Source: an optimization exercise on an open RTL-to-GDS flow (aim: small area). Production flows keep margins and buffers that such runs may drop.
The RTL was checked by simulation tests, not by an equivalence proof against the original design. The clock port is modelled as an ideal driver; clocking choices that lean on that would not hold on a real chip.

== build 6 ==
// Mesh
module Mesh(
    input clock,
    input [7:0] io_in_a_0_0,
    input [7:0] io_in_a_1_0,
    input [7:0] io_in_a_2_0,
    input [7:0] io_in_a_3_0,
    input [7:0] io_in_b_0_0,
    input [7:0] io_in_b_1_0,
    input [7:0] io_in_b_2_0,
    input [7:0] io_in_b_3_0,
    input [15:0] io_in_d_0_0,
    input [15:0] io_in_d_1_0,
    input [15:0] io_in_d_2_0,
    input [15:0] io_in_d_3_0,
    input io_in_control_0_0_propagate,
    input io_in_control_1_0_propagate,
    input io_in_control_2_0_propagate,
    input io_in_control_3_0_propagate,
    output [15:0] io_out_c_0_0,
    output [15:0] io_out_c_1_0,
    output [15:0] io_out_c_2_0,
    output [15:0] io_out_c_3_0
);
  wire [7:0]  a_in [0:3];
  wire [7:0]  b_in [0:3];
  wire [15:0] d_in [0:3];
  wire        p_in [0:3];
  assign a_in[0] = io_in_a_0_0; assign a_in[1] = io_in_a_1_0;
  assign a_in[2] = io_in_a_2_0; assign a_in[3] = io_in_a_3_0;
  assign b_in[0] = io_in_b_0_0; assign b_in[1] = io_in_b_1_0;
  assign b_in[2] = io_in_b_2_0; assign b_in[3] = io_in_b_3_0;
  assign d_in[0] = io_in_d_0_0; assign d_in[1] = io_in_d_1_0;
  assign d_in[2] = io_in_d_2_0; assign d_in[3] = io_in_d_3_0;
  assign p_in[0] = io_in_control_0_0_propagate; assign p_in[1] = io_in_control_1_0_propagate;
  assign p_in[2] = io_in_control_2_0_propagate; assign p_in[3] = io_in_control_3_0_propagate;
  reg  [7:0]  a_r [0:3][0:3];
  reg  [7:0]  b_r [0:3][0:3];
  reg         p_r [0:3];
  reg         f_r [0:3][1:3];
  wire        flip [0:3][0:3];
  reg  [15:0] d_r [0:3][0:4];
  wire [15:0] c_out [0:3][0:3];
  genvar i, k;
  generate
    for (i = 0; i < 4; i = i + 1) begin : chain
      for (k = 0; k < 4; k = k + 1) begin : pos
        always @(posedge clock) begin
          a_r[i][k] <= (k == 0) ? ~a_in[i] : a_r[i][k-1];
          b_r[k][i] <= (i == 0) ? ~b_in[k] : b_r[k][i-1];
          d_r[i][k+1] <= c_out[i][k];
        end
        if (k == 0) begin : f0
          assign flip[i][k] = p_r[i] ^ p_in[i];
        end else begin : fk
          always @(posedge clock) f_r[i][k] <= flip[i][k-1];
          assign flip[i][k] = f_r[i][k];
  ...
Size in the first run: roughly 4,900 cells after synthesis.
clock: 5.0 ns
lec_check: 0
cap_margin: 0
core_margin: 2
core_utilization: 80
cts_buf_list: sky130_fd_sc_hd__clkbuf_16
cts_cluster_diameter: 90
cts_cluster_size: 33
place_density: 0.84
slew_margin: 0
synth_hierarchical: 1
standard.sh (not shown) runs the stock make flow with config.mk's settings and CLKGATE_MAP_FILE= SYNTH_SCRIPT=/design/flow/synth_recipe.tcl, a recipe that flattens the netlist after the stock synthesis.
==> flow/flow/run.sh <==
#!/bin/bash
# Own layout flow: the standard layout (standard.sh), with two changes.
# 1. Synthesis is synth_recipe.tcl, except that the final ABC technology
#    mapping runs flow/area.abc (area-oriented mapping followed by ABC's
#    timing-driven up/down sizing) in place of ORFS's speed script. The
#    registers, their names and cell types are the same as the standard
#    synthesis's.
# 2. Ports are buffered with sky130_fd_sc_hd__buf_1 instead of the buffer
#    ORFS picks by itself.
# 3. Clock tree synthesis gets the same arguments as ORFS would give it
#    from config.mk, plus -dont_use_dummy_load.
# 4. Timing-driven global placement does not keep the buffers and resizing
#    of its internal repair (GPL_KEEP_OVERFLOW 0); the later repair steps
#    of the standard flow still run.
# Each tool writes its full log under orfs/logs/ (ORFS's own logs); the
# output of make itself goes to run_*.log in this folder.
set -euo pipefail
W=$(pwd)
F=$W/flow
{
  head -n 1 synth_recipe.tcl
  cat <<EOT
proc abc {args} {
  set i [lsearch -exact \$args -script]
  if { \$i >= 0 } { lset args [expr {\$i + 1}] $F/area.abc }
  yosys abc {*}\$args
}
EOT
  tail -n +2 synth_recipe.tcl
} > "$W/own_synth.tcl"
sed "s#SYNTH_SCRIPT=[^ ]*synth_recipe.tcl#SYNTH_SCRIPT=$W/own_synth.tcl#" standard.sh > "$W/own_standard.sh"
grep -q "SYNTH_SCRIPT=$W/own_synth.tcl" "$W/own_standard.sh"
export BUFFER_PORTS_ARGS="-buffer_cell sky130_fd_sc_hd__buf_1"
export CTS_ARGS="-sink_clustering_enable -repair_clock_nets -sink_clustering_size 33 -sink_clustering_max_diameter 90 -buf_list sky130_fd_sc_hd__clkbuf_16 -dont_use_dummy_load"
export GPL_KEEP_OVERFLOW=0
bash "$W/own_standard.sh" finish > "$W/run_finish.log" 2>&1
test -s "$W/out/final.def"
==> flow/flow/area.abc <==
strash
dch
map -a
topo
stime -c
upsize -c
dnsize -c
diff inputs: build 6 => build 87
- PLACE_DENSITY: 0.84 -> 0.88
--- outcome ---
Build 87 ran to completion and came out clean on the timing, design-rule and antenna checks.
Per the final summary, build 6 finished and its layout is clean on timing, DRC and antenna.
Of build 87 and build 6, build 6 shows the lower number of antenna violations at the first check in global routing, with build 87 above it.
Relative to build 6, final critical path time including I/O delays and setup has increased by 0.055 ns in build 87.
Final standard cell utilization of the core ended up 0.16 points higher on build 87 than on build 6.
Final non-filler cell area: build 87 vs build 6 — no meaningful difference
~same final instance count without filler cells in build 87 and build 6
Build 87 against build 6: number of sinks on the clock net held steady; global-route usage grew by 1.3 points.
Input changes introduced in build 95 (baseline for comparison: build 87):
- changing CTS_CLUSTER_SIZE from 33 to 30
- changing CTS_CLUSTER_DIAMETER from 90 to 80
- setting GPL_TIMING_DRIVEN to 0 for the first time
diff --git a/flow/flow/run.sh b/flow/flow/run.sh
--- a/flow/flow/run.sh
+++ b/flow/flow/run.sh
@@ -32,5 +32,5 @@
 grep -q "SYNTH_SCRIPT=$W/own_synth.tcl" "$W/own_standard.sh"
 export BUFFER_PORTS_ARGS="-buffer_cell sky130_fd_sc_hd__buf_1"
-export CTS_ARGS="-sink_clustering_enable -repair_clock_nets -sink_clustering_size 33 -sink_clustering_max_diameter 90 -buf_list sky130_fd_sc_hd__clkbuf_16 -dont_use_dummy_load"
+export CTS_ARGS="-sink_clustering_enable -repair_clock_nets -sink_clustering_size 30 -sink_clustering_max_diameter 80 -buf_list sky130_fd_sc_hd__clkbuf_16 -dont_use_dummy_load"
 export GPL_KEEP_OVERFLOW=0
 bash "$W/own_standard.sh" finish > "$W/run_finish.log" 2>&1
Notes after the runs:
The flow for build 95 finished, though final verification flagged setup timing. The fraction of standard cell area in multi-input logic reported for build 95 is smaller than that of build 87 by 0.32 points. | share of the final layout cell area in sequential cells | lower: build 95 |. From build 87 to build 95 the numbers moved as follows: routed length on met1 shows no meaningful change; final cell count now sits higher; estimated wirelength of the detail-placed design down about 3%; number of endpoints failing setup at the final stage now sits higher; total wire length went up by 0.68%. Build 87 vs build 95, critical-path cell with the highest stage delay: sky130_fd_sc_hd__dfxtp_1 vs sky130_fd_sc_hd__fa_1. Build 95: vias after detailed routing about 0.7% above build 87.

what the ideal ports hide:
How much do the figures lean on ideal ports? The routed layouts below were timed once more, with nothing changed but the port constraints.
Step 1 (the two cells are an assumption about what drives the block):
set clk [get_ports {clock}]
set_driving_cell -lib_cell sky130_fd_sc_hd__clkbuf_16 $clk
set_driving_cell -lib_cell sky130_fd_sc_hd__buf_2 [delete_from_list [all_inputs] $clk]
Step 2 also shifts input and output timing later by t, the mid clock arrival at the registers, as if the neighbouring blocks saw the same clock.
Slacks: ideal ports / drivers / drivers and shift; pairs: ideal ports / drivers.
run	t (ns)	setup slack, ns	worst register clock-pin slew, ns
build 6	0.676	0.187 / 0.187 / 0.187	0.12 / 0.12
build 87	0.688	0.133 / 0.133 / 0.133	0.12 / 0.12
build 95	0.694	-0.054 / -0.054 / -0.054	0.11 / 0.11
